Background: an optimization exercise with open tools, aiming at small area. Do not read the settings as production practice.
In this exercise RTL edits were held to simulation tests only and were not proved equivalent to the original.
Power is estimated from default activity; no workload was simulated.

==> flow/design.v <==
`resetall
`default_nettype none
package UART_pkg;
    typedef enum logic [2:0]    {RX_IDLE    = 3'b000,
                                RX_START    = 3'b001,
                                RX_READ     = 3'b011,
                                RX_STOP     = 3'b010,
                                RX_STOP2    = 3'b110,
                                RX_ERROR    = 3'b111,
                                RX_EOM      = 3'b101,
                                RX_XXX      = 3'bXXX } uart_rx_e;
    typedef enum logic [1:0]    {TX_IDLE    = 2'b00,
                                TX_START    = 2'b01,
                                TX_XMIT     = 2'b11,
                                TX_XXX      = 2'bXX } uart_tx_e;
endpackage  
`resetall
`default_nettype none
module SYNC 
    #(parameter int WIDTH = 1, 
                parameter int PIPE_LENGTH = 2
    )
    (   output       logic   [WIDTH-1:0] sync_sig_o,
        input  wire  logic   [WIDTH-1:0] sig_i,
        input  wire  logic               dest_clk_i
    );
    logic [PIPE_LENGTH-1:0] sync_sig;
    generate
        for ( genvar i = 0 ; i<WIDTH ; i++ ) begin
            always_ff @(posedge dest_clk_i) begin
                sync_sig <= {sync_sig,sig_i[i]};
            end
            assign sync_sig_o[i] = sync_sig[PIPE_LENGTH-1];
        end
    endgenerate
endmodule  
`resetall
`default_nettype none
module EDGE_TO_PULSE 
    #(parameter PULSE_TYPE = "redge"
    ) 
    (   output      logic pulse_o,
        input  wire logic edge_i, clk_i, rst_i
    );
    logic ff_out;
    generate if (PULSE_TYPE == "redge") begin
                always_ff @(posedge clk_i) begin
                    if (rst_i == 1) begin
                        ff_out <= '0;
                    end
                    else begin
                        ff_out <= edge_i;
                    end
                end
            assign pulse_o = edge_i && (~ff_out);
            end
            else if (PULSE_TYPE == "fedge") begin
                always_ff @(posedge clk_i) begin
                    if (rst_i == 1) begin
                        ff_out <= '0;
                    end
                    else begin
                        ff_out <= edge_i;
                    end
                end
            assign pulse_o = (~edge_i) && (ff_out);
            end    
    endgenerate
endmodule  
`resetall
`default_nettype none
module SYNC_DEBOUNCE 
    #(parameter int debounce_prd = 50
    )
    (   output        logic sync_sig_o,
        input   wire  logic raw_sig_i, dest_clk_i, dest_rst_i
    );
    logic temp_sig, sync_sig, count_en;
    int count;
    always_ff@ (posedge dest_clk_i) begin  
        if (dest_rst_i) begin
            temp_sig <= '0;
        end
        else begin
            temp_sig <= sync_sig;
        end
    end
    assign count_en = sync_sig ^ temp_sig;
    always_ff@ (posedge dest_clk_i) begin
        if (dest_rst_i) begin
            count   <= 0;
            sync_sig_o  <= '1;
        end else begin  
            if (count_en) begin
                count  <= 0;
            end
            else if (count == debounce_prd-4) begin
                sync_sig_o  <= temp_sig;
            end
            else begin
                count <= count + 1;
            end
        end
    end
    SYNC  #(
        .WIDTH(1), 
        .PIPE_LENGTH(2)
        ) 
    CDC_SYNC (
        .dest_clk_i(dest_clk_i), 
        .sig_i(raw_sig_i), 
        .sync_sig_o(sync_sig)
        );
endmodule  
`resetall
`default_nettype none
module ACC_CLK_GEN 
    #(parameter int ACC_SIZE = 12, 
                parameter int FCW = 59
    ) 
    (   output      logic clk_o, 
        input  wire logic clk_i, rst_i
    );
    logic [ACC_SIZE : 0] acc_reg; 
    always_ff @(posedge clk_i) begin 
        if (rst_i) begin
             acc_reg <= '0;
        end
        else begin      
            acc_reg <= acc_reg [ACC_SIZE-1:0] + FCW;
        end
    end
    always_ff @(posedge clk_i) begin
            if (rst_i) begin
                 clk_o <= '0;
            end
            else if (acc_reg[ACC_SIZE]) begin
                clk_o <= ~clk_o;
            end
    end
endmodule  
`resetall
`default_nettype none
module UART_RCVR
    #(parameter DATA_WIDTH = 8
    ) 
    (   output      logic                    data_rdy_o, data_err_o,
        output      logic [DATA_WIDTH-1 : 0] rcvr_data_o,
        input  wire logic                    baud_i, serial_i, data_err_clr_i, data_rdy_clr_i, clk_i, rst_i
    );
    UART_pkg::uart_rx_e                 state, next;  
    logic   [DATA_WIDTH-1 : 0]  shift_reg;
    logic                       m_data_rdy,m_data_err;  
    logic                       baud_fedg,data_rdy,data_err;
    int                         bit_count;
    always_ff @(posedge clk_i) begin
        if (rst_i) begin
            state <= UART_pkg::RX_IDLE;
        end
        else begin
            state <= next;
        end
    end
    always_comb begin
                                                                        next = UART_pkg::RX_XXX;
        case (state)
            UART_pkg::RX_IDLE:   if (!baud_i && !serial_i) begin
                                                                        next = UART_pkg::RX_START;
                        end 
                    else begin
                                                                        next = UART_pkg::RX_IDLE;  
                    end
            UART_pkg::RX_START:  if (baud_i)                                      next = UART_pkg::RX_READ;    
                    else                                                next = UART_pkg::RX_START;
            UART_pkg::RX_READ:   if (bit_count  == DATA_WIDTH && baud_i)          next = UART_pkg::RX_STOP;   
                    else                                                next = UART_pkg::RX_READ;
            UART_pkg::RX_STOP:   if (!serial_i && !baud_i)                        next = UART_pkg::RX_ERROR;  
                    else if (serial_i && !baud_i)                       next = UART_pkg::RX_STOP2;
                    else                                                next = UART_pkg::RX_STOP;
            UART_pkg::RX_STOP2:   if (!serial_i && baud_i)                        next = UART_pkg::RX_ERROR;  
                    else if (serial_i && baud_i)                        next = UART_pkg::RX_EOM;
                    else                                                next = UART_pkg::RX_STOP2;
            UART_pkg::RX_ERROR:                                                   next = UART_pkg::RX_EOM;
            UART_pkg::RX_EOM:                                                     next = UART_pkg::RX_IDLE;
            default:                                                    next = UART_pkg::RX_XXX;
        endcase
    end
    always_comb begin
                        {m_data_err,m_data_rdy} = '0;
        case (state)
            UART_pkg::RX_IDLE:    ;
            UART_pkg::RX_START:   ;
            UART_pkg::RX_READ:    ;
            UART_pkg::RX_STOP:    ;
            UART_pkg::RX_STOP2:   ;
            UART_pkg::RX_ERROR:               m_data_err  = '1;
            UART_pkg::RX_EOM:                 m_data_rdy  = '1;
            default:    {m_data_err,m_data_rdy} = 'x; 
        endcase
    end
    always_ff @(posedge clk_i) begin
        if (rst_i) begin
            data_rdy    <= '0;
            data_err    <= '0;
        end 
        else begin
            data_rdy    <= m_data_rdy;
            data_err    <= m_data_err;
        end
    end
    always_ff @(posedge clk_i) begin
       if (rst_i) begin
            shift_reg <= '0;
            bit_count <= '0;
       end 
       else begin
            if (baud_fedg && (state == UART_pkg::RX_READ)) begin
                shift_reg <= {serial_i, shift_reg[DATA_WIDTH-1:1]};
                bit_count <= bit_count+1;
            end 
            else if (state == UART_pkg::RX_IDLE) begin
                bit_count <= '0;
            end  
       end
    end
    always_ff @(posedge clk_i) begin
        if (rst_i) begin
            data_rdy_o  <= '0;
            rcvr_data_o <= '0;
        end 
        else begin
            if (data_rdy == 1) begin
                data_rdy_o  <= '1; 
                rcvr_data_o <= shift_reg;  
            end 
            else if (data_rdy_clr_i == 1) begin
                data_rdy_o  <= '0;
            end
        end
    end
    always_ff @(posedge clk_i) begin
        if (rst_i) begin
            data_err_o <= '0;
        end 
        else begin
            if (data_err == 1) begin
                data_err_o <= '1;
            end
            else if (data_err_clr_i == 1) begin
                data_err_o <= '0;
            end
        end
    end
    EDGE_TO_PULSE  #(
        .PULSE_TYPE("fedge")
        ) 
    NEGEDGE_DTCT (
        .pulse_o(baud_fedg), 
        .edge_i(baud_i), 
        .clk_i(clk_i), 
        .rst_i(rst_i)
        );
endmodule  
`resetall
`default_nettype none
module UART_XMTR #(parameter DATA_WIDTH = 8
    )
    (   output      logic                  serial_o, busy_o,
        input  wire logic [DATA_WIDTH-1:0] xmit_data_i,
        input  wire logic                  start_tx_i, baud_i, clk_i, rst_i
    );
    UART_pkg::uart_tx_e            state;
    logic [DATA_WIDTH+2:0] xmit_data;
    logic                  start_tx,baud_redg,start_tx_clr;
    int                    bit_count;
    always_ff @(posedge clk_i) begin
        if (rst_i) begin
                                                                                                    state <= UART_pkg::TX_IDLE;
            xmit_data       <= '1;
            start_tx_clr    <= '0;
            busy_o          <= '0;
        end else begin
                start_tx_clr    <= '0;
                case (state)
                    UART_pkg::TX_IDLE:   if (start_tx == 1)begin
                                                                                                    state <= UART_pkg::TX_START;
                                bit_count <= 0;
                             end else                                                               state <= UART_pkg::TX_IDLE;  
                    UART_pkg::TX_START: begin
                        start_tx_clr                            <= '1;
                        xmit_data [0]                           <= '0;                
                        xmit_data [DATA_WIDTH:1]                <= xmit_data_i;      
                        xmit_data [DATA_WIDTH+2:DATA_WIDTH+1]   <= '1;              
                        busy_o    <= '1;       
                                                                                                    state <= UART_pkg::TX_XMIT;  
                            end          
                    UART_pkg::TX_XMIT:   if (bit_count == 11) begin
                                xmit_data <= '1;
                                busy_o    <= '0; 
                                                                                                    state <= UART_pkg::TX_IDLE;
                            end else if (baud_redg) begin  
                                xmit_data <= {1'b1,xmit_data[DATA_WIDTH+2:1]};
                                bit_count <= bit_count+1;
                                                                                                    state <= UART_pkg::TX_XMIT;  
                            end
                    default: begin
                                                                                                    state <= UART_pkg::TX_XXX;
                        xmit_data       <= 'X;
                        start_tx_clr    <= 'X;
                        busy_o          <= 'X;
                    end       
                endcase
            end
    end
    EDGE_TO_PULSE  #(
        .PULSE_TYPE("redge")
        ) 
    baud_redg_detect(
        .pulse_o(baud_redg), 
        .edge_i(baud_i), 
        .clk_i(clk_i), 
        .rst_i(rst_i)
        );
    always_ff @(posedge clk_i) begin
        if (rst_i) begin
            start_tx <= '0;
        end else begin
            if (start_tx_i)         start_tx <= '1;
            else if (start_tx_clr)  start_tx <= '0;
        end
    end
    assign serial_o = xmit_data [0];
endmodule
`resetall
`default_nettype none
module UART_TOP #(parameter DATA_WIDTH = 8, ACC_SIZE = 32, FCW = 9895605
    )
    (   output      logic                       data_rdy_o, data_err_o, serial_o, busy_o,
        output      logic   [DATA_WIDTH-1:0]    rcvr_data_o,   
        input  wire logic                       serial_i, start_tx_i, clk_i, rst_i, data_rdy_clr_i, data_err_clr_i, 
        input  wire logic   [DATA_WIDTH-1:0]    xmit_data_i  
    );
    logic baud_clk, serial_sync;
    UART_RCVR   #(
        .DATA_WIDTH(DATA_WIDTH)
        )          
    RCVR (
        .data_rdy_o(data_rdy_o) , 
        .data_err_o(data_err_o), 
        .rcvr_data_o(rcvr_data_o) , 
        .baud_i(baud_clk), 
        .serial_i(serial_sync), 
        .data_err_clr_i(data_err_clr_i), 
        .data_rdy_clr_i(data_rdy_clr_i), 
        .clk_i(clk_i), 
        .rst_i(rst_i)
        );
    UART_XMTR   #(
        .DATA_WIDTH(DATA_WIDTH)
        )   
    XMTR (
        .xmit_data_i(xmit_data_i) ,
        .start_tx_i(start_tx_i), 
        .baud_i(baud_clk), 
        .clk_i(clk_i), 
        .rst_i(rst_i), 
        .busy_o(busy_o) , 
        .serial_o(serial_o)
        );
    SYNC_DEBOUNCE   #(
        .debounce_prd(50)
        )                
    SERIAL_I_DEBOUNCE (
        .sync_sig_o(serial_sync), 
        .raw_sig_i(serial_i), 
        .dest_clk_i(clk_i), 
        .dest_rst_i(rst_i)
        );
    (* use_dsp ="yes" *) ACC_CLK_GEN    #(
        .ACC_SIZE(ACC_SIZE), 
        .FCW (FCW)
        )  
        BAUD_GEN (
            .clk_o(baud_clk), 
            .clk_i(clk_i), 
            .rst_i(rst_i)
            );
endmodule
==> flow/run.sh <==
#!/bin/bash
# synth_recipe.tcl (not shown) runs the flow's synth.tcl, then flattens the netlist and writes it again
# the make line also repeats each setting of config.mk as NAME=value (left out here)
make -C /OpenROAD-flow-scripts/flow DESIGN_CONFIG=/design/flow/config.mk WORK_HOME=/design/flow/orfs CLKGATE_MAP_FILE= SYNTH_SCRIPT=/design/flow/synth_recipe.tcl finish
==> flow/config.mk <==
export PLATFORM = sky130hd
export DESIGN_NAME = UART_TOP
export DESIGN_NICKNAME = UART_TOP
export VERILOG_FILES = /design/flow/design.v
export SDC_FILE = /design/flow/constraint.sdc
export NUM_CORES = 4
export LEC_CHECK = 0
export CAP_MARGIN = 20
export CORE_MARGIN = 2
export CORE_UTILIZATION = 40
export SLEW_MARGIN = 20
==> flow/constraint.sdc <==
create_clock -name core_clock -period 10.0 [get_ports {clk_i}]
set_input_delay 2.0000 -clock core_clock [delete_from_list [all_inputs] [get_ports {clk_i}]]
set_output_delay 2.0000 -clock core_clock [all_outputs]
set_load 0.01 [all_outputs]
==> summary.txt, run 1 <==
outcome = finished clean
Post-Synth XOR/XNOR Area = 7.04%
CTS sink count = 172
DRC = 0
Final #Nets = 946
R2R setup slack = 7240 ps
Tightest Pin Transition = 934 ps
CP required = 8000 ps
max-cap check violation count = 0
final wirelength = 17100 µm
Placer Congestion = 0.774
Max Slew Vio Count = 0
I/O Buffers = 25
Die W = 148 µm
CTS Root Cell = clkbuf_16
DR vias/cell = 5.32
FF-to-FF path depth = 7
syn_area_per_cell = 9.11 µm²
Min Hold Slack = 336 ps
CP Data Arrival Time = 1360 ps
DP HPWL = 10900 µm
DR vias = 6413
Reg clk slew, reported paths = 70 ps
Worst Setup End Kind = output pin
Psw = 0.000476 W
compound-gate portion of the synthesized area = 13.1%
most frequent cells in the layout = dfxtp_1 (140), nor2_1 (105), nand2_1 (68)
Startpoint Class = flop
Clock Path Buffers = 2
Bufs and invs on worst path = 1
area delta synth->final = 13.4%
final setup vio count = 0
total track usage = 15.9%
vias in the first global route = 5941
reg2reg start = XMTR.bit_count[0]
worst setup path class = flop to output pin
initial antenna violation count = 0
Yosys cell types = 69
postcts setup bufs = 0
Pleak = 3.19 nW
Seq pwr share = 46.4%
final worst slack = 6640 ps
largest family of logic cells by synthesized area = simple AND/OR/NAND/NOR gates
# hold bufs at CTS = 0
slowest library cell on the worst path = clkdlybuf4s50_1
max reg flops = 33
most common cell after layout, fill and taps aside = dfxtp_1
PwrDens = 188 nW/µm²
Max Clk Rate = 298 MHz
relative slew slack = 37.8%
switching share of power = 26.8%
grt ovf = 0
setup_tns = 0 ps
largest net degree at the start of global routing = 61
flops & latches, synth = 172
Wirelength per Cell = 14.2 µm
DR iter-0 viols = 402
crit path capture = serial_o
CP delay by family, top = buffers and inverters
Layout Skew = 11.7 ps
height of the die = 148 µm
antenna-violating nets left = 0
post-synthesis sequential area ratio = 45.1%
Primary FF master, synth = dfxtp_1
Simple-Gate Fraction of Synth Area = 26.9%
ant diodes = 0
clk latency of the worst-skew pair = 430 ps
cts repair resizes = 0
Core ar. = 20400 µm²
Yosys Warn Count = 7
CTS tree = done
multiplexer share of the synthesized area = 3.24%
Num CTS Buffers = 17
first-pass GRT wire length = 29000 µm
EDFF count, synth = 32
Final Critical Period = 3360 ps
H-tree depth = 4
worst slack, placed = 6470 ps
Syn Inst Count = 915
Internal = 0.00130 W
Max stage delay on crit path = 570 ps
reg2reg end = XMTR.bit_count[19]
I/O Pins = 26
critical path depth = 1
TritonRoute pass-1 iters = 4
Peak VDD IR = 109 µV
post-synth net total = 938
class of the worst hold path = flop to flop
layout cell share with drive strength beyond 1 = 8.02%
highest fanout seen on the critical path = 3
site row count = 52
async set-reset flop share out of synthesis = 0%
Gate power share = 12.4%
crit-path cells = clkdlybuf4s50_1
Fin. Hold Viols = 0
Die Area = 22000 µm²
adder-cell share of the synthesized area = 1.35%
Initial Util = 40.9%
RSZ-0062 raised after global routing = false
Clock power frac = 41.2%
Setup crit start = XMTR.xmit_data[0]
Cell Area, Synth = 8340 µm²
crit share post-route = 33.6%
metal layers:
layer,GRT usage [%],wire length [µm]
met1,22.8,8950
met2,24.3,7530
met3,3.96,486
met4,3.62,92
met5,0,0
power groups by stage:
stage          clock (W)  combinational [W]  sequential [W]
4_1_cts         0.000750           0.000221        0.000823
2_1_floorplan          0           0.000183        0.000822
5_1_grt         0.000781           0.000250        0.000834
3_5_place_dp           0           0.000220        0.000838
3_3_place_gp           0           0.000217        0.000838
6_report        0.000732           0.000221        0.000824
worst min-delay path by stage:
stage,from,to,cells past startpoint
finish,SERIAL_I_DEBOUNCE.CDC_SYNC.sync_sig[0],SERIAL_I_DEBOUNCE.CDC_SYNC.sync_sig[1],0
global route,SERIAL_I_DEBOUNCE.CDC_SYNC.sync_sig[0],SERIAL_I_DEBOUNCE.CDC_SYNC.sync_sig[1],0
CTS,SERIAL_I_DEBOUNCE.CDC_SYNC.sync_sig[0],SERIAL_I_DEBOUNCE.CDC_SYNC.sync_sig[1],0
detailed placement,SERIAL_I_DEBOUNCE.CDC_SYNC.sync_sig[0],SERIAL_I_DEBOUNCE.CDC_SYNC.sync_sig[1],0
global placement,SERIAL_I_DEBOUNCE.CDC_SYNC.sync_sig[0],SERIAL_I_DEBOUNCE.CDC_SYNC.sync_sig[1],0
floorplan,SERIAL_I_DEBOUNCE.CDC_SYNC.sync_sig[0],SERIAL_I_DEBOUNCE.CDC_SYNC.sync_sig[1],0
Yosys cell counts, drive strengths merged, types with 2 or more instances:
master   count  area (µm²)
nor4        27         235
o21ai       35         175
nand2       68         255
nor2b       24         150
and2        22         138
nor4b        2        17.5
a21oi       45         225
or3         13        82.6
a21o         3        22.5
o2bb2ai      7        61.3
nand3b       5        50.1
edfxtp      32         961
dfxtp      140        2800
and3        16         101
nand4       43         299
a31oi        2        12.5
a211oi       7        62.6
a21boi      12        90.1
buf         14        66.3
o41ai        7        61.3
nor4bb       4        40.0
xor2        35         307
nand2b       2        12.5
ha           9         113
o21a         7        52.6
nor3b        4        30.0
xnor2       32         280
or2          8        50.1
nor2       105         394
and4         9        78.8
mux2        16         180
mux2i        9        90.1
clkbuf      27         101
o31ai        5        37.5
nor3        18        95.1
inv         25        93.8
nand3       41         210
o2111ai      8        70.1
o211ai      13        97.6
cell families (layout without fill, tap and decap cells):
family,Yosys count,in the layout
flops,172,172
compound gates,164,164
mux,25,25
xor+xnor,67,67
buf+inv,67,87
fa+ha+maj,9,9
simple gates,411,411
area by class of cell:
cell class / instances / area (µm²)
clock inverters: 13 / 199
well taps: 270 / 338
fillers: 1969 / 10900
inverters: 25 / 93.8
clock buffers: 18 / 450
multi-input cells: 676 / 4320
flip-flops and latches: 172 / 3760
repair buffers: 31 / 293
metrics by stage:
| stage | cells | instance area (µm²) | power (W) | utilization (%) |
|---|---|---|---|---|
| floorplan | 915 | 8340 | 0.00100 | - |
| global placement | 1174 | 8800 | 0.00105 | 43.2 |
| detailed placement | 1174 | 8800 | 0.00106 | 43.2 |
| CTS | 1205 | 9450 | 0.00179 | 46.4 |
| global route | 1205 | 9450 | 0.00187 | 46.4 |
| finish | 1205 | 9450 | 0.00178 | 46.4 |
==> inputs of run 2 (changes only) <==
==> flow/design.v (replaced) <==
`resetall
`default_nettype none
module UART_TOP #(parameter DATA_WIDTH = 8, ACC_SIZE = 32, FCW = 9895605
    )
    (   output      logic                       data_rdy_o, data_err_o, serial_o, busy_o,
        output      logic   [DATA_WIDTH-1:0]    rcvr_data_o,
        input  wire logic                       serial_i, start_tx_i, clk_i, rst_i, data_rdy_clr_i, data_err_clr_i,
        input  wire logic   [DATA_WIDTH-1:0]    xmit_data_i
    );
    logic [ACC_SIZE:0] acc;
    logic              baud, baud_q;
    always_ff @(posedge clk_i) begin
        if (rst_i) begin
            acc    <= '0;
            baud   <= 1'b0;
            baud_q <= 1'b0;
        end else begin
            acc    <= acc[ACC_SIZE-1:0] + FCW;
            baud   <= baud ^ acc[ACC_SIZE];
            baud_q <= baud;
        end
    end
    wire baud_fedg = baud_q & ~baud;
    wire baud_redg = ~baud_q & baud;
    logic       s0, s1, s2, ser;
    logic [5:0] dcnt;
    always_ff @(posedge clk_i) begin
        s0 <= serial_i;
        s1 <= s0;
    end
    always_ff @(posedge clk_i) begin
        if (rst_i) begin
            s2   <= 1'b0;
            dcnt <= '0;
            ser  <= 1'b1;
        end else begin
            s2 <= s1;
            if (s1 ^ s2)           dcnt <= '0;
            else if (dcnt == 6'd46) ser  <= s2;
            else                   dcnt <= dcnt + 6'd1;
        end
    end
    localparam logic [4:0] R_IDLE  = 5'b00000,
                           R_POST  = 5'b00001,    
                           R_START = 5'b00010,
                           R_STOP  = 5'b00100,
                           R_STOP2 = 5'b00101,
                           R_ERR   = 5'b00110,
                           R_EOM   = 5'b01000,
                           R_EOME  = 5'b01001,    
                           R_READ  = 5'b10000,
                           R_READ8 = 5'b11000;
    logic [4:0]            rs, rs_n;
    logic [DATA_WIDTH-1:0] rsh;
    always_comb begin
        rs_n = rs;
        case (rs)
            R_IDLE, R_POST: rs_n = (!baud && !ser) ? R_START : R_IDLE;
            R_START: if (baud) rs_n = R_READ;
            R_READ8: if (baud) rs_n = R_STOP;
            R_STOP:  if (!baud) rs_n = ser ? R_STOP2 : R_ERR;
            R_STOP2: if (baud)  rs_n = ser ? R_EOM : R_ERR;
            R_ERR:   rs_n = R_EOME;
            R_EOM, R_EOME: rs_n = R_POST;
            default: if (baud_fedg) rs_n = rs + 5'd1;    
        endcase
    end
    always_ff @(posedge clk_i) begin
        if (rst_i) rs <= R_IDLE;
        else       rs <= rs_n;
    end
    always_ff @(posedge clk_i) begin
        if (baud_fedg && rs[4]) rsh <= {ser, rsh[DATA_WIDTH-1:1]};
    end
    always_ff @(posedge clk_i) begin
        if (rst_i) begin
            data_rdy_o  <= 1'b0;
            rcvr_data_o <= '0;
            data_err_o  <= 1'b0;
        end else begin
            if (rs == R_POST) begin
                data_rdy_o  <= 1'b1;
                rcvr_data_o <= rsh;
            end else if (data_rdy_clr_i) begin
                data_rdy_o  <= 1'b0;
            end
            if (rs == R_EOME)        data_err_o <= 1'b1;
            else if (data_err_clr_i) data_err_o <= 1'b0;
        end
    end
    localparam logic [3:0] T_IDLE  = 4'b0000,
                           T_START = 4'b0001,
                           T_SB1   = 4'b0010,    
                           T_SB    = 4'b0011,    
                           T_P1    = 4'b0100,    
                           T_P2    = 4'b0101,    
                           T_END   = 4'b0110,
                           T_D0    = 4'b1000,
                           T_D7    = 4'b1111;
    logic [3:0]            ts, ts_n;
    logic [DATA_WIDTH-1:0] tdat;
    logic                  start_tx;
    always_comb begin
        ts_n = ts;
        case (ts)
            T_IDLE:      if (start_tx) ts_n = T_START;
            T_START:     ts_n = T_SB1;
            T_SB1:       ts_n = baud_redg ? T_D0 : T_SB;
            T_SB:        if (baud_redg) ts_n = T_D0;
            T_D7:        if (baud_redg) ts_n = T_P1;
            T_P1:        if (baud_redg) ts_n = T_P2;
            T_P2:        if (baud_redg) ts_n = T_END;
            T_END:       ts_n = T_IDLE;
            default:     if (baud_redg) ts_n = ts + 4'd1;    
        endcase
    end
    always_ff @(posedge clk_i) begin
        if (rst_i) begin
            ts       <= T_IDLE;
            start_tx <= 1'b0;
        end else begin
            ts <= ts_n;
            if (start_tx_i)       start_tx <= 1'b1;
            else if (ts == T_SB1) start_tx <= 1'b0;
        end
    end
    always_ff @(posedge clk_i) begin
        if (ts == T_START) tdat <= xmit_data_i;
    end
    assign busy_o   = (ts != T_IDLE) && (ts != T_START);
    assign serial_o = ts[3] ? tdat[ts[2:0]] : !((ts == T_SB1) || (ts == T_SB));
endmodule
==> run 2 against run 1 <==
Compared with the run above: highest routed layer unchanged; power decreased by 38%; worst setup slack worse by 940 ps; worst hold slack got worse by 5.0 ps; wire length down 55%; clock power down about 70%; maximum frequency shrank 22%; first-iteration DRC count fell by 51%; combinational power increased by 83%; core utilization is 0.25 points lower; still clean; die area is 51% lower.
==> summary.txt, run 2 <==
outcome = finished clean
Peak VDD IR = 87.4 µV
Max Clk Rate = 233 MHz
Reg clk slew, reported paths = 90 ps
final setup vio count = 0
Pleak = 1.59 nW
clk latency of the worst-skew pair = 350 ps
switching share of power = 38.1%
CTS tree = done
Clock power frac = 20.2%
Primary FF master, synth = dfxtp_1
I/O Buffers = 25
Startpoint Class = flop
grt ovf = 0
final wirelength = 7670 µm
non-filler cells, final = 582
post-synth net total = 453
H-tree depth = 3
Cell Area, Synth = 3950 µm²
CP Data Arrival Time = 2300 ps
async set-reset flop share out of synthesis = 0%
Clock Path Buffers = 2
first-pass GRT wire length = 13200 µm
Worst Hold Launch = s0
Placer Congestion = 0.905
largest net degree at the start of global routing = 59
DR vias/cell = 5.39
GR Util met1 = 20.6%
largest cells by area after synthesis = dfxtp_1 (33%), edfxtp_1 (12%), a21oi_1 (4.9%)
reg2reg start = rs[0]
Worst Setup End Kind = output pin
Gate power share = 36.6%
initial antenna violation count = 0
post-synth top area share = 32.9%
worst slack, placed = 6100 ps
setup_tns = 0 ps
Hold Path Sink = s1
FF-to-FF path depth = 7
Layout Skew = 9.04 ps
highest fanout seen on the critical path = 7
flops & latches, synth = 81
area delta synth->final = 13.2%
Max Slew Vio Count = 0
# hold bufs at CTS = 0
Placed Cells incl. Taps = 566
I/O Pins = 26
Internal = 0.000682 W
CTS sink count = 81
postcts setup bufs = 0
DRC = 0
relative slew slack = 37.0%
post-synthesis sequential area ratio = 45.1%
# fillers = 968
TritonRoute pass-1 iters = 4
routing usage on met3 = 3.70%
worst setup path class = flop to output pin
CTS Root Cell = clkbuf_8
WHS Path Cells = 0
EDFF count, synth = 16
most crowded layer after global routing = met2
Fin. Hold Viols = 0
total track usage = 15.4%
RSZ-0062 raised after global routing = false
DR iter-0 viols = 198
Num CTS Buffers = 9
final worst slack = 5700 ps
reg2reg end = rs[1]
max-cap check violation count = 0
height of the die = 103 µm
Pwr Total = 0.00110 W
vias in the first global route = 2907
ant diodes = 0
antenna-violating nets left = 0
PwrDens = 247 nW/µm²
Wirelength per Cell = 13.2 µm
Synth area leader = dfxtp_1
Tightest Pin Transition = 944 ps
most frequent cells in the layout = dfxtp_1 (65), a21oi_1 (39), nand2_1 (39)
layout cell share with drive strength beyond 1 = 9.80%
syn_area_per_cell = 9.23 µm²
cts repair resizes = 0
Final #Nets = 469
class of the worst hold path = flop to flop
Yosys Warn Count = 1
Final Critical Period = 4300 ps
most common cell in the netlist = dfxtp_1
Yosys cell types = 72
Psw = 0.000420 W
Syn Inst Count = 428
R2R setup slack = 7660 ps
DR vias = 3137
DP HPWL = 5230 µm
Initial Util = 40.8%
most common cell after layout, fill and taps aside = dfxtp_1
Die Area = 10700 µm²
Post-Route Utilization = 46.2%
Seq pwr share = 43.1%
max reg flops = 33
met2 usage = 24.5%
crit share post-route = 43.0%
CP required = 8000 ps
Die W = 103 µm
most common library cells after synthesis = dfxtp_1 (65), a21oi_1 (39), nand2_1 (39)
site row count = 36
Core ar. = 9680 µm²
## run 2: changes by cell type in the layout (fill, tap and decap cells not counted), moves of 18 or more
cell,before,now
nor4_1,22,3
dfxtp_1,140,65
nand3_1,40,8
nand4_1,41,3
nand2_1,68,39
xnor2_1,32,10
nor2_1,105,38
xor2_1,35,9
clkbuf_16,18,0
## run 2: worst max-delay path, stage by stage (launching register included)
cell	delay, ps
dfxtp_1	500
inv_1	130
ha_1	300
nor3_1	170
a21oi_1	50
o21ai_0	220
clkdlybuf4s50_1	580
## run 2: cell families (layout without fill, tap and decap cells)
| group | after synthesis | count (layout) | synth area share, % |
|---|---|---|---|
| compound gates | 117 | 117 | 19.8 |
| xor+xnor | 19 | 19 | 4.21 |
| mux | 8 | 8 | 2.91 |
| flops | 81 | 81 | 45.1 |
| fa+ha+maj | 11 | 11 | 3.48 |
| buf+inv | 30 | 51 | 2.88 |
| simple gates | 162 | 162 | 21.6 |
## run 2: through the flow
| step | area, µm² | hold WS (ps) |
|---|---|---|
| after floorplan | 3950 | 310 |
| after global placement | 4290 | 312 |
| after detailed placement | 4290 | 312 |
| after global routing | 4470 | 341 |
| final | 4470 | 331 |
| after CTS | 4470 | 332 |
## run 2: power groups by stage
stage | clock network, W | logic (W) | registers [W]
final | 0.000223 | 0.000404 | 0.000475
after global routing | 0.000248 | 0.000452 | 0.000488
after CTS | 0.000234 | 0.000405 | 0.000476
after detailed placement | 0 | 0.000402 | 0.000482
after global placement | 0 | 0.000397 | 0.000480
after floorplan | 0 | 0.000338 | 0.000447
## run 2: metal layers
metal | vias up | part of all wire (%) | wire [µm]
li1 | 1594 | - | -
met1 | 1461 | 49 | 3730
met2 | 73 | 46 | 3530
met3 | 9 | 4.0 | 308
met4 | 0 | 1.4 | 106
met5 | - | 0 | 0
## run 2: how the worst max path moves through the flow
stage	end	slack, ps	cells after the start	startpoint
finish	serial_o	5700	6	ts[0]
CTS	serial_o	5680	6	ts[0]
global route	serial_o	5510	6	ts[0]
global placement	serial_o	6120	6	ts[0]
floorplan	serial_o	6730	5	ts[0]
detailed placement	serial_o	6100	6	ts[0]
## run 2: layout make-up
| type | instances | area, µm² | area share (%) |
|---|---|---|---|
| repair buffers | 26 | 253 | 5.65 |
| clock inverters | 7 | 58.8 | 1.32 |
| clock buffers | 9 | 124 | 2.77 |
| flip-flops and latches | 81 | 1780 | 39.8 |
| multi-input cells | 317 | 2050 | 45.9 |
| well taps | 133 | 166 | 3.72 |
| inverters | 9 | 33.8 | 0.755 |
==> inputs of run 3 (changes only) <==
--- a/flow/design.v
+++ b/flow/design.v
@@ -8,6 +8,16 @@
         input  wire logic   [DATA_WIDTH-1:0]    xmit_data_i
     );
-    logic [ACC_SIZE:0] acc;
-    logic              baud, baud_q;
+    localparam logic [ACC_SIZE-1:0] FCW_V = FCW;
+    logic [ACC_SIZE:0]   acc;
+    logic [ACC_SIZE:0]   acc_c;
+    logic [ACC_SIZE-1:0] acc_s;
+    logic                baud, baud_q;
+    always_comb begin
+        acc_c[0] = 1'b0;
+        for (int i = 0; i < ACC_SIZE; i++) begin
+            acc_s[i]   = acc[i] ^ FCW_V[i] ^ acc_c[i];
+            acc_c[i+1] = FCW_V[i] ? (acc[i] | acc_c[i]) : (acc[i] & acc_c[i]);
+        end
+    end
     always_ff @(posedge clk_i) begin
         if (rst_i) begin
@@ -16,5 +26,5 @@
             baud_q <= 1'b0;
         end else begin
-            acc    <= acc[ACC_SIZE-1:0] + FCW;
+            acc    <= {acc_c[ACC_SIZE], acc_s};
             baud   <= baud ^ acc[ACC_SIZE];
             baud_q <= baud;
==> run 3 against run 2 <==
Compared with the run above: die area decreased by 6.3%; via count decreased by 21%; core utilization decreased by 0.090 points; synthesized cell count decreased by 14%; combinational power decreased by 14%; final cell count decreased by 13%; critical path type is now flop to flop; critical endpoint is now acc[31]; highest routed layer unchanged.
==> summary.txt, run 3 <==
multiplexer share of the synthesized area = 1.22%
CP Data Arrival Time = 6270 ps
DR vias = 2489
class of the worst hold path = flop to flop
Post-Synth XOR/XNOR Area = 1.66%
final wirelength = 5880 µm
I/O Buffers = 25
Seq pwr share = 42.0%
setup_tns = 0 ps
Tightest Pin Transition = 1000 ps
area delta synth->final = 13.8%
worst setup path class = flop to flop
syn_area_per_cell = 10.1 µm²
most frequent cells in the layout = dfxtp_1 (65), inv_1 (42), ha_1 (41)
reg2reg end = acc[31]
clk latency of the worst-skew pair = 350 ps
Gate power share = 34.0%
Max stage delay on crit path = 320 ps
DR iter-0 viols = 101
Yosys Warn Count = 1
most common library cells after synthesis = dfxtp_1 (65), inv_1 (42), ha_1 (41)
Yosys cell types = 52
Final Critical Period = 6070 ps
# fillers = 881
Worst Setup End Kind = flop
grt ovf = 0
worst slack, placed = 3830 ps
Setup crit start = acc[0]
postcts setup bufs = 0
post-synth top area share = 35.3%
relative slew slack = 33.3%
RSZ-0062 raised after global routing = false
largest net degree at the start of global routing = 59
crit share post-route = 60.7%
Reg clk slew, reported paths = 80 ps
Clock power frac = 24.0%
outcome = finished clean
CTS Root Cell = clkbuf_8
post-synth net total = 422
Primary FF master, synth = dfxtp_1
flops & latches, synth = 81
Clock Path Buffers = 2
antenna-violating nets left = 0
largest cells by area after synthesis = dfxtp_1 (35%), ha_1 (14%), edfxtp_1 (13%)
TritonRoute pass-1 iters = 6
Startpoint Class = flop
Final #Nets = 446
Pleak = 1.70 nW
slowest library cell on the worst path = dfxtp_1
height of the die = 100 µm
site row count = 35
DP HPWL = 3990 µm
Max Clk Rate = 165 MHz
Synth area leader = dfxtp_1
Worst Hold Launch = s0
DRC = 0
most common cell in the netlist = dfxtp_1
compound-gate portion of the synthesized area = 13.2%
Placed Area = 3990 µm²
initial antenna violation count = 0
Syn Inst Count = 367
async set-reset flop share out of synthesis = 0%
Layout Skew = 13.5 ps
FF-to-FF path depth = 46
most used cell, CP = ha_1
final setup vio count = 0
non-filler cells, final = 506
Placer Congestion = 0.821
Fin. Hold Viols = 0
# hold bufs at CTS = 0
R2R setup slack = 3930 ps
layout cell share with drive strength beyond 1 = 7.59%
Peak VDD IR = 70.5 µV
post-route cell area = 4200 µm²
Cell Area, Synth = 3690 µm²
most common cell after layout, fill and taps aside = dfxtp_1
PwrDens = 243 nW/µm²
Wirelength per Cell = 11.6 µm
first-pass GRT wire length = 10100 µm
Internal = 0.000688 W
adder-cell share of the synthesized area = 13.9%
Core ar. = 9110 µm²
I/O Pins = 26
max reg flops = 33
highest fanout seen on the critical path = 2
CTS sink count = 81
H-tree depth = 3
post-synthesis sequential area ratio = 48.3%
DR vias/cell = 4.92
WHS Path Cells = 0
Placed Cells incl. Taps = 491
final worst slack = 3930 ps
Psw = 0.000333 W
Num CTS Buffers = 9
reg2reg start = acc[0]
ant diodes = 0
vias in the first global route = 2313
Die W = 100 µm
largest family of logic cells by synthesized area = simple AND/OR/NAND/NOR gates
Initial Util = 40.5%
Hold Path Sink = s1
total track usage = 12.6%
Die Area = 10000 µm²
Max Slew Vio Count = 0
CP required = 10200 ps
Simple-Gate Fraction of Synth Area = 15.2%
cts repair resizes = 0
EDFF count, synth = 16
CTS tree = done
switching share of power = 32.6%
max-cap check violation count = 0
-- run 3: cell type report --
| class | count | area [µm²] | area share [%] |
|---|---|---|---|
| flip-flops and latches | 81 | 1780 | 42.4 |
| multi-input cells | 231 | 1670 | 39.7 |
| repair buffers | 26 | 250 | 5.96 |
| inverters | 42 | 158 | 3.76 |
| clock buffers | 11 | 153 | 3.64 |
| well taps | 111 | 139 | 3.31 |
| clock inverters | 4 | 51.3 | 1.22 |
-- run 3: per-layer routing --
metal / track usage, % / part of all wire (%)
met1: 16.1 / 50
met2: 20.0 / 45
met3: 2.92 / 3.7
met4: 6.43 / 1.8
met5: 0 / 0
-- run 3: critical path: cells and delay by family (launching register included) --
kind,cells,cell delay [ps]
simple gates,1,120
buf+inv,14,640
fa+ha+maj,31,4850
flops,1,320
-- run 3: worst max-delay path by stage --
| stage | endpoint | cells past startpoint |
|---|---|---|
| floorplan | acc[31] | 46 |
| global placement | acc[31] | 46 |
| detailed placement | acc[31] | 46 |
| CTS | acc[31] | 46 |
| global route | acc[31] | 46 |
| finish | acc[31] | 46 |
-- run 3: power by group through the flow --
stage | clock [W] | sequential, W | combinational (W)
finish | 0.000245 | 0.000429 | 0.000348
global route | 0.000266 | 0.000438 | 0.000400
CTS | 0.000254 | 0.000430 | 0.000352
detailed placement | 0 | 0.000437 | 0.000347
global placement | 0 | 0.000435 | 0.000341
floorplan | 0 | 0.000427 | 0.000273
-- run 3: kinds of logic after synthesis --
kind of cell,count (synthesis)
adders and majority gates,41
muxes,2
xor gates and xnor gates,7
buffers and inverters,55
AOI/OAI and AO/OA,68
DFF,81
and+or+nand+nor,113
-- run 3: metrics by stage --
step	hold slack (ps)	util (%)	power, W
floorplan	310	-	0.000700
global placement	313	43.8	0.000776
detailed placement	314	43.8	0.000784
CTS	333	46.1	0.00104
global route	340	46.1	0.00110
finish	332	46.1	0.00102
==> inputs of run 4 (changes only) <==
==> flow/flow/run.sh (new file) <==
#!/bin/bash
# Standard ORFS layout (the standard.sh) with three changes:
#  - ABC maps for area (flow/abc_area.script) instead of ORFS's delay script,
#    and Yosys does not pre-map half/full adders (ADDER_MAP_FILE empty);
#  - ports are buffered with the smallest buffer, buf_1.
# Each tool's full output is kept: make's in flow_make.log, ORFS's per-step
# logs under orfs/logs/.
set -euo pipefail
W=$PWD
rm -rf "$W/scripts_mod"
cp -r "$FLOW_HOME/scripts" "$W/scripts_mod"
cp "$W/flow/abc_area.script" "$W/scripts_mod/abc_speed.script"
export SCRIPTS_DIR="$W/scripts_mod"
export ADDER_MAP_FILE=
export CTS_ARGS="-sink_clustering_enable -repair_clock_nets -dont_use_dummy_load -buf_list {sky130_fd_sc_hd__clkbuf_4 sky130_fd_sc_hd__clkbuf_8} -sink_clustering_size 30 -sink_clustering_max_diameter 200"
export BUFFER_PORTS_ARGS="-buffer_cell sky130_fd_sc_hd__buf_1"
bash "$W/standard.sh" > "$W/flow_make.log" 2>&1
==> flow/flow/abc_area.script (new file) <==
strash
&get -n
&fraig -x
&put
scorr
dc2
dch -f
amap
==> flow/standard.sh (new file) <==
#!/bin/bash
# synth_recipe.tcl (not shown) runs the flow's synth.tcl, then flattens the netlist and writes it again
# the make line also repeats each setting of config.mk as NAME=value (left out here)
make -C /OpenROAD-flow-scripts/flow DESIGN_CONFIG=/design/flow/config.mk WORK_HOME=/design/flow/orfs CLKGATE_MAP_FILE= SYNTH_SCRIPT=/design/flow/synth_recipe.tcl "${@:-finish}"
removed: flow/run.sh
==> run 4 against run 3 <==
Compared with the run above: still clean on timing, DRC and antenna; non-clock buffer count unchanged; combinational power decreased by 61%; final cell count decreased by 6.9%; power decreased by 31%; critical endpoint unchanged; largest cell class unchanged.
==> summary.txt, run 4 <==
DRC = 0
ant diodes = 0
Cell Area, Synth = 3030 µm²
Placer Congestion = 0.864
Primary FF master, synth = dfxtp_1
most common library cells after synthesis = nor2_1 (89), dfxtp_1 (65), clkinv_1 (35)
PwrDens = 209 nW/µm²
Final #Nets = 388
Pleak = 1.18 nW
crit share post-route = 50.8%
CTS Root Cell = clkbuf_8
Initial Util = 41.6%
Die W = 91.1 µm
R2R setup slack = 4920 ps
post-synthesis sequential area ratio = 58.8%
largest net degree at the start of global routing = 56
Layout Skew = 14.2 ps
uppermost routed layer = met4
cts repair resizes = 0
Worst Setup End Kind = flop
H-tree depth = 3
post-route cell area = 3380 µm²
Synth area leader = dfxtp_1
EDFF count, synth = 16
Startpoint Class = flop
Die Area = 8290 µm²
CTS tree = done
worst setup path class = flop to flop
routed length on met1 = 2560 µm
postcts setup bufs = 0
final setup vio count = 0
RSZ-0062 raised after global routing = false
vias in the first global route = 1991
total track usage = 12.7%
setup_tns = 0 ps
DP HPWL = 3360 µm
Max stage delay on crit path = 320 ps
Tightest Pin Transition = 705 ps
Setup crit start = acc[0]
I/O Pins = 26
relative slew slack = 52.8%
Worst Hold Launch = s0
met2 wire len = 2020 µm
I/O Buffers = 25
antenna-violating nets left = 0
reg2reg start = acc[0]
CP required = 10220 ps
most common cell after layout, fill and taps aside = nor2_1
reg2reg end = acc[31]
Max Clk Rate = 197 MHz
largest cells by area after synthesis = dfxtp_1 (43%), edfxtp_1 (16%), nor2_1 (11%)
max-cap check violation count = 0
outcome = finished clean
Core ar. = 7290 µm²
class of the worst hold path = flop to flop
max reg flops = 33
flops & latches, synth = 81
initial antenna violation count = 0
CP Data Arrival Time = 5300 ps
async set-reset flop share out of synthesis = 0%
Fin. Hold Viols = 0
DR iter-0 viols = 120
DR vias/cell = 4.94
height of the die = 91.1 µm
Placed Area = 3260 µm²
syn_area_per_cell = 9.00 µm²
DR vias = 2327
slowest library cell on the worst path = dfxtp_1
area delta synth->final = 11.6%
Pwr Total = 0.000707 W
TritonRoute pass-1 iters = 4
Wirelength per Cell = 10.4 µm
Met3 Wirelength = 165 µm
Hold Path Sink = s1
CTS sink count = 81
final wirelength = 4880 µm
Final Critical Period = 5080 ps
Syn Inst Count = 337
final worst slack = 4920 ps
Yosys cell types = 31
grt ovf = 0
Yosys Warn Count = 1
post-synth net total = 351
Reg clk slew, reported paths = 70 ps
Peak VDD IR = 79.6 µV
FF-to-FF path depth = 37
most common cell in the netlist = nor2_1
WHS Path Cells = 0
site row count = 31
first-pass GRT wire length = 8510 µm
layout cell share with drive strength beyond 1 = 2.96%
worst slack, placed = 4920 ps
clk latency of the worst-skew pair = 340 ps
most used cell, CP = nor2_1
Num CTS Buffers = 9
# hold bufs at CTS = 0
Min Hold Slack = 330 ps
most frequent cells in the layout = nor2_1 (89), dfxtp_1 (65), clkinv_1 (35)
Max Slew Vio Count = 0
post-synth top area share = 42.9%
Clock Path Buffers = 2
highest fanout seen on the critical path = 4
## run 4: worst max path at each step
stage	endpoint	slack, ps	cells after the start
floorplan	acc[31]	5370	37
global placement	acc[31]	5050	37
detailed placement	acc[31]	4920	37
CTS	acc[31]	4880	37
global route	acc[31]	4120	37
finish	acc[31]	4920	37
## run 4: power breakdown
group	switching [W]	internal [W]	leakage [nW]
combinational	0.0000831	0.0000540	0.438
clock	0.0000958	0.0000804	0.0647
sequential	0.0000211	0.000372	0.680
## run 4: worst max-delay path: cells and delay by family (launching register included)
family	cells	cell delay, ps
AOI/OAI and AO/OA	2	210
buffers and inverters	9	900
DFF	1	320
and+or+nand+nor	26	3510
## run 4: logic make-up (layout without fill, tap and decap cells)
family / Yosys count / after routing / synth area share, %
flops: 81 / 81 / 58.8
buf+inv: 35 / 70 / 4.33
compound gates: 65 / 65 / 14.1
simple gates: 156 / 156 / 22.8
## run 4: routing by layer
layer  vias up  GRT usage (%)
li1       1239              -
met1      1043           16.8
met2        35           18.6
met3        10           3.07
met4         0           7.95
met5         -              0
## run 4: through the flow
stage	util [%]	instances
after global routing	46.4	471
final	46.4	471
after CTS	46.4	471
after detailed placement	44.7	462
after global placement	44.7	462
after floorplan	-	337
## run 4: cell type report
type / instances / area, µm²
well taps: 99 / 124
inverters: 35 / 131
clock buffers: 9 / 124
flip-flops and latches: 81 / 1780
repair buffers: 26 / 103
fillers: 734 / 3910
multi-input cells: 221 / 1120
==> inputs of run 5 (changes only) <==
--- a/flow/flow/run.sh
+++ b/flow/flow/run.sh
@@ -13,5 +13,5 @@
 export SCRIPTS_DIR="$W/scripts_mod"
 export ADDER_MAP_FILE=
-export CTS_ARGS="-sink_clustering_enable -repair_clock_nets -dont_use_dummy_load -buf_list {sky130_fd_sc_hd__clkbuf_4 sky130_fd_sc_hd__clkbuf_8} -sink_clustering_size 30 -sink_clustering_max_diameter 200"
+export CTS_ARGS="-sink_clustering_enable -repair_clock_nets -dont_use_dummy_load"
 export BUFFER_PORTS_ARGS="-buffer_cell sky130_fd_sc_hd__buf_1"
 bash "$W/standard.sh" > "$W/flow_make.log" 2>&1
==> run 5 against run 4 <==
Compared with the run above: still clean; worst setup slack is the same; first-iteration DRC count is the same; sequential power is essentially flat; global-route usage is the same.
==> summary.txt, run 5 <==
post-synth top area share = 42.9%
total track usage = 12.7%
most common library cells after synthesis = nor2_1 (89), dfxtp_1 (65), clkinv_1 (35)
Startpoint Class = flop
I/O Pins = 26
initial antenna violation count = 0
DR vias/cell = 4.94
clk latency of the worst-skew pair = 340 ps
Setup crit start = acc[0]
FF-to-FF path depth = 37
most common cell after layout, fill and taps aside = nor2_1
DR vias = 2327
DRC = 0
reg2reg start = acc[0]
vias in the first global route = 1991
class of the worst hold path = flop to flop
largest net degree at the start of global routing = 56
outcome = finished clean
Reg clk slew, reported paths = 70 ps
CP Data Arrival Time = 5300 ps
H-tree depth = 3
slowest library cell on the worst path = dfxtp_1
async set-reset flop share out of synthesis = 0%
ant diodes = 0
Yosys cell types = 31
Final Critical Period = 5080 ps
max reg flops = 33
Yosys Warn Count = 1
postcts setup bufs = 0
Die Area = 8290 µm²
Wirelength per Cell = 10.4 µm
most frequent cells in the layout = nor2_1 (89), dfxtp_1 (65), clkinv_1 (35)
most common cell in the netlist = nor2_1
PwrDens = 209 nW/µm²
highest fanout seen on the critical path = 4
relative slew slack = 52.8%
crit share post-route = 50.8%
EDFF count, synth = 16
CP required = 10220 ps
post-synthesis sequential area ratio = 58.8%
Num CTS Buffers = 9
site row count = 31
post-synth net total = 351
Fin. Hold Viols = 0
Final #Nets = 388
R2R setup slack = 4920 ps
Die W = 91.1 µm
max-cap check violation count = 0
flops & latches, synth = 81
crit path capture = acc[31]
DR iter-0 viols = 120
Max stage delay on crit path = 320 ps
height of the die = 91.1 µm
Layout Skew = 14.2 ps
Pwr Total = 0.000707 W
Pleak = 1.18 nW
grt ovf = 0
most used cell, CP = nor2_1
Synth area leader = dfxtp_1
CTS tree = done
worst setup path class = flop to flop
setup_tns = 0 ps
Primary FF master, synth = dfxtp_1
CTS sink count = 81
Tightest Pin Transition = 705 ps
Max Clk Rate = 197 MHz
Cell Area, Synth = 3030 µm²
RSZ-0062 raised after global routing = false
final setup vio count = 0
reg2reg end = acc[31]
Core ar. = 7290 µm²
CTS Root Cell = clkbuf_8
first-pass GRT wire length = 8510 µm
Initial Util = 41.6%
Clock Path Buffers = 2
TritonRoute pass-1 iters = 4
Peak VDD IR = 79.6 µV
area delta synth->final = 11.6%
syn_area_per_cell = 9.00 µm²
DP HPWL = 3360 µm
I/O Buffers = 25
# hold bufs at CTS = 0
Syn Inst Count = 337
Max Slew Vio Count = 0
Placer Congestion = 0.864
antenna-violating nets left = 0
largest cells by area after synthesis = dfxtp_1 (43%), edfxtp_1 (16%), nor2_1 (11%)
cts repair resizes = 0
# fillers = 734
Worst Setup End Kind = flop
layout cell share with drive strength beyond 1 = 2.96%
final wirelength = 4880 µm
## run 5: cell counts after synthesis
Identical to the previous run, type by type.
## run 5: how the worst min path moves through the flow
stage,startpoint,to,slack (ps),depth (start not counted)
finish,s0,s1,330,0
detailed placement,s0,s1,320,0
global placement,s0,s1,310,0
floorplan,s0,s1,310,0
CTS,s0,s1,330,0
global route,s0,s1,340,0
## run 5: area by class of cell
| type | instances | area [µm²] | share of cell area [%] |
|---|---|---|---|
| flip-flops and latches | 81 | 1780 | 52.7 |
| multi-input cells | 221 | 1120 | 33.1 |
| inverters | 35 | 131 | 3.88 |
| clock buffers | 9 | 124 | 3.66 |
| well taps | 99 | 124 | 3.66 |
| repair buffers | 26 | 103 | 3.03 |
## run 5: cells by family after synthesis
group,synth area share (%)
flip-flops,58.8
AND/OR/NAND/NOR,22.8
buffers and inverters,4.33
AO/OA/AOI/OAI,14.1
## run 5: layer usage
metal / vias up / track usage, % / part of all wire, % / routed length, µm
met1: 1043 / 16.8 / 52 / 2560
met4: 0 / 7.95 / 2.6 / 126
met2: 35 / 18.6 / 42 / 2020
li1: 1239 / - / - / -
met3: 10 / 3.07 / 3.4 / 165
met5: - / 0 / 0 / 0
## run 5: stage by stage
| step | util, % | hold slack, ps | instance area (µm²) | std cells | setup WS, ps |
|---|---|---|---|---|---|
| final | 46.4 | 330 | 3380 | 471 | 4920 |
| after global routing | 46.4 | 337 | 3380 | 471 | 4120 |
| after CTS | 46.4 | 333 | 3380 | 471 | 4880 |
| after detailed placement | 44.7 | 316 | 3260 | 462 | 4920 |
| after global placement | 44.7 | 311 | 3260 | 462 | 5050 |
| after floorplan | - | 310 | 3030 | 337 | 5370 |
## run 5: report_power, final
group / internal [W] / total, W / switching, W
Clock: 0.0000804 / 0.000176 / 0.0000958
Combinational: 0.0000540 / 0.000137 / 0.0000831
Sequential: 0.000372 / 0.000394 / 0.0000211
## run 5: worst max-delay path: cells and delay by family, from the launching register on
family / cells / cell delay [ps]
AO/OA/AOI/OAI: 2 / 210
flip-flops: 1 / 320
buffers and inverters: 9 / 900
AND/OR/NAND/NOR: 26 / 3510
==> inputs of run 6 (changes only) <==
--- a/flow/flow/run.sh
+++ b/flow/flow/run.sh
@@ -13,5 +13,4 @@
 export SCRIPTS_DIR="$W/scripts_mod"
 export ADDER_MAP_FILE=
-export CTS_ARGS="-sink_clustering_enable -repair_clock_nets -dont_use_dummy_load"
 export BUFFER_PORTS_ARGS="-buffer_cell sky130_fd_sc_hd__buf_1"
 bash "$W/standard.sh" > "$W/flow_make.log" 2>&1
==> run 6 against run 5 <==
Compared with the run above: global-route usage is 0.11 points higher; sequential cell count stayed put; combinational power is essentially flat.
==> summary.txt, run 6 <==
Core ar. = 7290 µm²
initial antenna violation count = 0
first-pass GRT wire length = 8600 µm
flops & latches, synth = 81
area delta synth->final = 14.4%
post-synth net total = 351
Initial Util = 41.6%
class of the worst hold path = flop to flop
final setup vio count = 0
outcome = finished clean
Yosys Warn Count = 1
max reg flops = 33
site row count = 31
crit share post-route = 51.2%
syn_area_per_cell = 9.00 µm²
Placer Congestion = 0.864
EDFF count, synth = 16
postcts setup bufs = 0
Yosys cell types = 31
clk latency of the worst-skew pair = 330 ps
Die W = 91.1 µm
setup_tns = 0 ps
Peak VDD IR = 87.5 µV
Die Area = 8290 µm²
Pleak = 1.22 nW
Min Hold Slack = 332 ps
Final #Nets = 388
CTS Root Cell = clkbuf_8
WHS Path Cells = 0
slowest library cell on the worst path = dfxtp_1
CTS tree = done
Syn Inst Count = 337
most common cell after layout, fill and taps aside = nor2_1
antenna-violating nets left = 0
Worst Setup End Kind = flop
Startpoint Class = flop
DRC = 0
vias in the first global route = 2013
grt ovf = 0
cts repair resizes = 0
most common library cells after synthesis = nor2_1 (89), dfxtp_1 (65), clkinv_1 (35)
# hold bufs at CTS = 0
I/O Pins = 26
Tightest Pin Transition = 702 ps
Cell Area, Synth = 3030 µm²
Post-Route Utilization = 47.6%
Fin. Hold Viols = 0
Synth area leader = dfxtp_1
largest cells by area after synthesis = dfxtp_1 (43%), edfxtp_1 (16%), nor2_1 (11%)
largest net degree at the start of global routing = 56
relative slew slack = 53.0%
TritonRoute pass-1 iters = 4
Layout Skew = 5.38 ps
max-cap check violation count = 0
height of the die = 91.1 µm
Max Slew Vio Count = 0
RSZ-0062 raised after global routing = false
FF-to-FF path depth = 37
Final Critical Period = 5120 ps
I/O Buffers = 25
H-tree depth = 3
Max stage delay on crit path = 320 ps
Reg clk slew, reported paths = 70 ps
Num CTS Buffers = 9
CTS sink count = 81
ant diodes = 0
DR iter-0 viols = 113
layout cell share with drive strength beyond 1 = 3.96%
DR vias = 2330
Wirelength per Cell = 10.3 µm
Placed Cells incl. Taps = 462
CP required = 10220 ps
total track usage = 12.8%
most used cell, CP = nor2_1
post-synthesis sequential area ratio = 58.8%
Placed Area = 3260 µm²
highest fanout seen on the critical path = 4
most frequent cells in the layout = nor2_1 (89), dfxtp_1 (65), clkinv_1 (37)
non-filler cells, final = 478
DR vias/cell = 4.87
worst setup path class = flop to flop
post-route cell area = 3470 µm²
Max Clk Rate = 195 MHz
post-synth top area share = 42.9%
DP HPWL = 3360 µm
final wirelength = 4920 µm
PwrDens = 225 nW/µm²
Clock Path Buffers = 2
most common cell in the netlist = nor2_1
Primary FF master, synth = dfxtp_1
async set-reset flop share out of synthesis = 0%
CP Data Arrival Time = 5340 ps
## run 6: worst paths after layout
kind          start  endpoint  slack, ps
max          acc[0]   acc[31]       4880
min reg2reg      s0        s1        330
min              s0        s1        330
max reg2reg  acc[0]   acc[31]       4880
## run 6: cells by family (layout without fill, tap and decap cells)
kind of cell | Yosys count | after routing | synth area share [%]
compound gates | 65 | 65 | 14.1
flops | 81 | 81 | 58.8
simple gates | 156 | 156 | 22.8
buf+inv | 35 | 77 | 4.33
## run 6: layout make-up
type / count / area [µm²]
clock inverters: 6 / 82.6
fillers: 729 / 3820
multi-input cells: 221 / 1120
flip-flops and latches: 81 / 1780
clock buffers: 10 / 128
well taps: 99 / 124
repair buffers: 26 / 103
inverters: 35 / 131
## run 6: layer usage
layer / wire (µm) / part of all wire [%] / track usage (%)
met1: 2550 / 52 / 16.8
met2: 2160 / 44 / 19.0
met3: 138 / 2.8 / 3.07
met4: 82 / 1.7 / 7.95
met5: 0 / 0 / 0
## run 6: report_power, final
part	switching, W	internal (W)	leakage [nW]
sequential	0.0000210	0.000372	0.680
clock	0.000109	0.000139	0.0976
combinational	0.0000838	0.0000540	0.438
## run 6: through the flow
| step | total power [W] | worst slack (ps) |
|---|---|---|
| 6_report | 0.000779 | 4880 |
| 5_1_grt | 0.000830 | 4090 |
| 4_1_cts | 0.000790 | 4850 |
| 3_5_place_dp | 0.000539 | 4920 |
| 3_3_place_gp | 0.000537 | 5050 |
| 2_1_floorplan | 0.000507 | 5370 |
## run 6: critical path: cells and delay by family, from the launching register on
family | cells | cell delay (ps)
simple gates | 26 | 3560
flops | 1 | 320
compound gates | 2 | 220
buf+inv | 9 | 920
==> inputs of run 7 (changes only) <==
--- a/flow/flow/run.sh
+++ b/flow/flow/run.sh
@@ -13,4 +13,5 @@
 export SCRIPTS_DIR="$W/scripts_mod"
 export ADDER_MAP_FILE=
+export CTS_ARGS="-sink_clustering_enable -repair_clock_nets -dont_use_dummy_load -buf_list {sky130_fd_sc_hd__clkbuf_4}"
 export BUFFER_PORTS_ARGS="-buffer_cell sky130_fd_sc_hd__buf_1"
 bash "$W/standard.sh" > "$W/flow_make.log" 2>&1
==> run 7 against run 6 <==
Compared with the run above: power shrank 15%; critical path depth unchanged; synthesized cell count unchanged; sequential share of layout area is 2.2 points higher; count of clock-buffer cells in the layout is 1 lower; worst setup slack improved by 37 ps; non-clock buffer count did not move; cell area shrank 4.1%; register-to-register slack gained 40 ps; core utilization down 2.0 points; sequential cell count unchanged.
==> summary.txt, run 7 <==
outcome = finished clean
DRC = 0
most common cell in the netlist = nor2_1
Pleak = 1.16 nW
first-pass GRT wire length = 8480 µm
DR vias = 2314
max reg flops = 33
CTS sink count = 81
Die W = 91.1 µm
Max stage delay on crit path = 330 ps
I/O Pins = 26
Initial Util = 41.6%
flops & latches, synth = 81
Layout Skew = 22.8 ps
EDFF count, synth = 16
post-synthesis sequential area ratio = 58.8%
largest net degree at the start of global routing = 56
Peak VDD IR = 55.1 µV
Final #Nets = 388
Startpoint Class = flop
Cell Area, Synth = 3030 µm²
postcts setup bufs = 0
antenna-violating nets left = 0
Die Area = 8290 µm²
Max Slew Vio Count = 0
crit share post-route = 50.8%
Placed Cells incl. Taps = 462
vias in the first global route = 2001
total track usage = 12.5%
non-filler cells, final = 471
RSZ-0062 raised after global routing = false
most frequent cells in the layout = nor2_1 (89), dfxtp_1 (65), clkinv_1 (35)
area delta synth->final = 9.70%
post-synth top area share = 42.9%
relative slew slack = 52.4%
height of the die = 91.1 µm
Synth area leader = dfxtp_1
clk latency of the worst-skew pair = 400 ps
Worst Setup End Kind = flop
CTS tree = done
highest fanout seen on the critical path = 4
site row count = 31
final wirelength = 4830 µm
I/O Buffers = 25
Reg clk slew, reported paths = 100 ps
Tightest Pin Transition = 711 ps
Core ar. = 7290 µm²
Primary FF master, synth = dfxtp_1
layout cell share with drive strength beyond 1 = 2.96%
largest cells by area after synthesis = dfxtp_1 (43%), edfxtp_1 (16%), nor2_1 (11%)
most common cell after layout, fill and taps aside = nor2_1
CP required = 10290 ps
CTS Root Cell = clkbuf_4
H-tree depth = 3
# hold bufs at CTS = 0
ant diodes = 0
post-synth net total = 351
Wirelength per Cell = 10.3 µm
class of the worst hold path = flop to flop
Yosys Warn Count = 1
DP HPWL = 3360 µm
grt ovf = 0
initial antenna violation count = 0
max-cap check violation count = 0
Fin. Hold Viols = 0
Bufs and invs on worst path = 9
Clock Path Buffers = 2
syn_area_per_cell = 9.00 µm²
DR vias/cell = 4.91
async set-reset flop share out of synthesis = 0%
setup_tns = 0 ps
DR iter-0 viols = 98
PwrDens = 199 nW/µm²
most used cell, CP = nor2_1
CP Data Arrival Time = 5370 ps
Placer Congestion = 0.864
Syn Inst Count = 337
cts repair resizes = 0
CP delay by family, top = simple AND/OR/NAND/NOR gates
Final Critical Period = 5080 ps
Max Clk Rate = 197 MHz
TritonRoute pass-1 iters = 4
Num CTS Buffers = 9
slowest library cell on the worst path = dfxtp_1
worst setup path class = flop to flop
Yosys cell types = 31
most common library cells after synthesis = nor2_1 (89), dfxtp_1 (65), clkinv_1 (35)
final setup vio count = 0
run 7: changes by cell type in the layout (fill, tap and decap cells not counted):
cell | before | now
bufinv_16 | 2 | 0
clkbuf_4 | 0 | 9
clkinv_1 | 37 | 35
clkbuf_1 | 1 | 0
clkinvlp_4 | 2 | 0
clkbuf_8 | 9 | 0
run 7: layer usage:
metal  vias to the layer above  wire length, µm  track usage, %
met5                         -                0               0
met4                         0               83            6.82
met3                         7              161            3.07
met2                        33             2080            18.8
met1                      1029             2500            16.5
li1                       1245                -               -
run 7: stage by stage:
stage | hold slack, ps | util (%) | setup slack, ps | cell area (µm²) | power (W)
detailed placement | 316 | 44.7 | 4920 | 3260 | 0.000539
CTS | 343 | 45.6 | 4880 | 3330 | 0.000672
floorplan | 310 | - | 5370 | 3030 | 0.000507
global placement | 311 | 44.7 | 5050 | 3260 | 0.000537
global route | 347 | 45.6 | 4120 | 3330 | 0.000710
finish | 339 | 45.6 | 4920 | 3330 | 0.000662
run 7: power breakdown:
part | total [W] | internal [W] | switching, W | leakage [nW]
combinational | 0.000137 | 0.0000540 | 0.0000831 | 0.438
sequential | 0.000393 | 0.000372 | 0.0000210 | 0.680
clock | 0.000131 | 0.0000420 | 0.0000894 | 0.0414
run 7: cell type report:
type	instances	area, µm²
fill	735	3970
sequential	81	1780
multi-input combinational	221	1120
inverter	35	131
tap	99	124
timing repair buffer	26	103
clock buffer	9	67.6
run 7: path summary, 6_finish.rpt:
kind          start  endpoint  slack (ps)  depth (start not counted)
max          acc[0]   acc[31]        4920                         37
min              s0        s1         340                          0
max reg2reg  acc[0]   acc[31]        4920                         37
min reg2reg      s0        s1         340                          0
run 7: kinds of logic after synthesis:
kind of cell,share of synthesized area (%)
AND/OR/NAND/NOR,22.8
flip-flops,58.8
AO/OA/AOI/OAI,14.1
buffers and inverters,4.33
run 7: worst register-to-register path: cells and delay by family, from the launching register on:
kind / cells / cell delay, ps
buf+inv: 9 / 900
simple gates: 26 / 3520
compound gates: 2 / 220
flops: 1 / 330
==> inputs of run 8 (changes only) <==
--- a/flow/flow/run.sh
+++ b/flow/flow/run.sh
@@ -13,5 +13,5 @@
 export SCRIPTS_DIR="$W/scripts_mod"
 export ADDER_MAP_FILE=
-export CTS_ARGS="-sink_clustering_enable -repair_clock_nets -dont_use_dummy_load -buf_list {sky130_fd_sc_hd__clkbuf_4}"
+export CTS_ARGS="-sink_clustering_enable -repair_clock_nets -dont_use_dummy_load -root_buf sky130_fd_sc_hd__clkbuf_8 -buf_list {sky130_fd_sc_hd__clkbuf_2 sky130_fd_sc_hd__clkbuf_4} -sink_clustering_size 20"
 export BUFFER_PORTS_ARGS="-buffer_cell sky130_fd_sc_hd__buf_1"
 bash "$W/standard.sh" > "$W/flow_make.log" 2>&1
==> run 8 against run 7 <==
Compared with the run above: die area is the same; maximum frequency is essentially flat; largest power group unchanged; via count grew 0.56%; clock power grew 34%; register-to-register slack is essentially flat; sequential cell count is the same; global-route usage grew 0.19 points; cell area grew 1.7%; still clean on timing, DRC and antenna; sequential power is essentially flat.
==> summary.txt, run 8 <==
outcome = finished clean
FF-to-FF path depth = 37
CTS tree = done
# hold bufs at CTS = 0
Final #Nets = 388
R2R setup slack = 4920 ps
Pleak = 1.18 nW
DP HPWL = 3360 µm
Cell Area, Synth = 3030 µm²
Num CTS Buffers = 9
area of the multi-input gates = 1120 µm²
Fin. Hold Viols = 0
initial antenna violation count = 0
Max Clk Rate = 197 MHz
Yosys cell types = 31
Core ar. = 7290 µm²
RSZ-0062 raised after global routing = false
storage element area = 1780 µm²
Clock Path Buffers = 2
TritonRoute pass-1 iters = 4
most common cell in the netlist = nor2_1
Max Slew Vio Count = 0
antenna-violating nets left = 0
max-cap check violation count = 0
# fillers = 734
total track usage = 12.7%
setup_tns = 0 ps
grt ovf = 0
EDFF count, synth = 16
Die Area = 8290 µm²
ant diodes = 0
Yosys Warn Count = 1
crit path capture = acc[31]
layout cell share with drive strength beyond 1 = 2.96%
CP Data Arrival Time = 5300 ps
reg2reg end = acc[31]
Reg clk slew, reported paths = 70 ps
max reg flops = 33
first-pass GRT wire length = 8510 µm
PwrDens = 209 nW/µm²
Max stage delay on crit path = 320 ps
I/O Pins = 26
area delta synth->final = 11.6%
DR vias/cell = 4.94
DR iter-0 viols = 120
vias in the first global route = 1991
reg2reg start = acc[0]
DR vias = 2327
most common library cells after synthesis = nor2_1 (89), dfxtp_1 (65), clkinv_1 (35)
CP required = 10220 ps
post-synth net total = 351
Syn Inst Count = 337
async set-reset flop share out of synthesis = 0%
non-filler cells, final = 471
Synth area leader = dfxtp_1
largest net degree at the start of global routing = 56
Wirelength per Cell = 10.4 µm
Placed Cells incl. Taps = 462
Startpoint Class = flop
Worst Setup End Kind = flop
worst setup path class = flop to flop
clk latency of the worst-skew pair = 340 ps
most used cell, CP = nor2_1
final setup vio count = 0
highest fanout seen on the critical path = 4
Peak VDD IR = 79.6 µV
CTS Root Cell = clkbuf_8
postcts setup bufs = 0
post-synthesis sequential area ratio = 58.8%
site row count = 31
Primary FF master, synth = dfxtp_1
Placer Congestion = 0.864
most common cell after layout, fill and taps aside = nor2_1
class of the worst hold path = flop to flop
relative slew slack = 52.8%
post-synth top area share = 42.9%
cts repair resizes = 0
Final Critical Period = 5080 ps
Initial Util = 41.6%
flops & latches, synth = 81
final wirelength = 4880 µm
most frequent cells in the layout = nor2_1 (89), dfxtp_1 (65), clkinv_1 (35)
largest cells by area after synthesis = dfxtp_1 (43%), edfxtp_1 (16%), nor2_1 (11%)
height of the die = 91.1 µm
crit share post-route = 50.8%
Tightest Pin Transition = 705 ps
slowest library cell on the worst path = dfxtp_1
Die W = 91.1 µm
DRC = 0
I/O Buffers = 25
H-tree depth = 3
syn_area_per_cell = 9.00 µm²
CTS sink count = 81
Layout Skew = 14.2 ps
Setup crit start = acc[0]
-- run 8: cell counts after synthesis --
Identical to the previous run, type by type.
-- run 8: critical path: cells and delay by family (launching register included) --
kind	cells	cell delay [ps]
buf+inv	9	900
simple gates	26	3510
compound gates	2	210
flops	1	320
-- run 8: final cells by class --
class | instances | share of cell area, %
tap | 99 | 3.66
multi-input combinational | 221 | 33.1
clock buffer | 9 | 3.66
sequential | 81 | 52.7
timing repair buffer | 26 | 3.03
inverter | 35 | 3.88
-- run 8: power by group --
part           total (W)  internal, W  switching [W]
Combinational   0.000137    0.0000540      0.0000831
Clock           0.000176    0.0000804      0.0000958
Sequential      0.000394     0.000372      0.0000211
Total           0.000707     0.000507       0.000200
-- run 8: worst min-delay path by stage --
stage                     slack, ps  end  from  depth (start not counted)
after floorplan                 310   s1    s0                          0
after global placement          310   s1    s0                          0
after detailed placement        320   s1    s0                          0
after CTS                       330   s1    s0                          0
after global routing            340   s1    s0                          0
final                           330   s1    s0                          0
-- run 8: logic make-up after synthesis --
kind of cell           after synthesis  synth area share [%]
DFF                                 81                  58.8
AOI/OAI and AO/OA                   65                  14.1
and+or+nand+nor                    156                  22.8
buffers and inverters               35                  4.33
-- run 8: through the flow --
stage                     util, %  hold WS (ps)  setup slack, ps  total power [W]  instance area (µm²)
after global routing         46.4           337             4120         0.000756                 3380
after detailed placement     44.7           316             4920         0.000539                 3260
after global placement       44.7           311             5050         0.000537                 3260
after floorplan                 -           310             5370         0.000507                 3030
final                        46.4           330             4920         0.000707                 3380
after CTS                    46.4           333             4880         0.000717                 3380
-- run 8: routing by layer --
| layer | routed length [µm] | GRT usage [%] | part of all wire [%] |
|---|---|---|---|
| met1 | 2560 | 16.8 | 52 |
| met4 | 126 | 7.95 | 2.6 |
| met2 | 2020 | 18.6 | 42 |
| met5 | 0 | 0 | 0 |
| met3 | 165 | 3.07 | 3.4 |

Check on run 8: ideal ports give 4.921 ns setup slack; a clkbuf_16 on the clock port and buf_2 on the inputs give 4.921 ns; moving port delays by the midpoint clock arrival (0.361 ns) as well gives 4.921 ns.
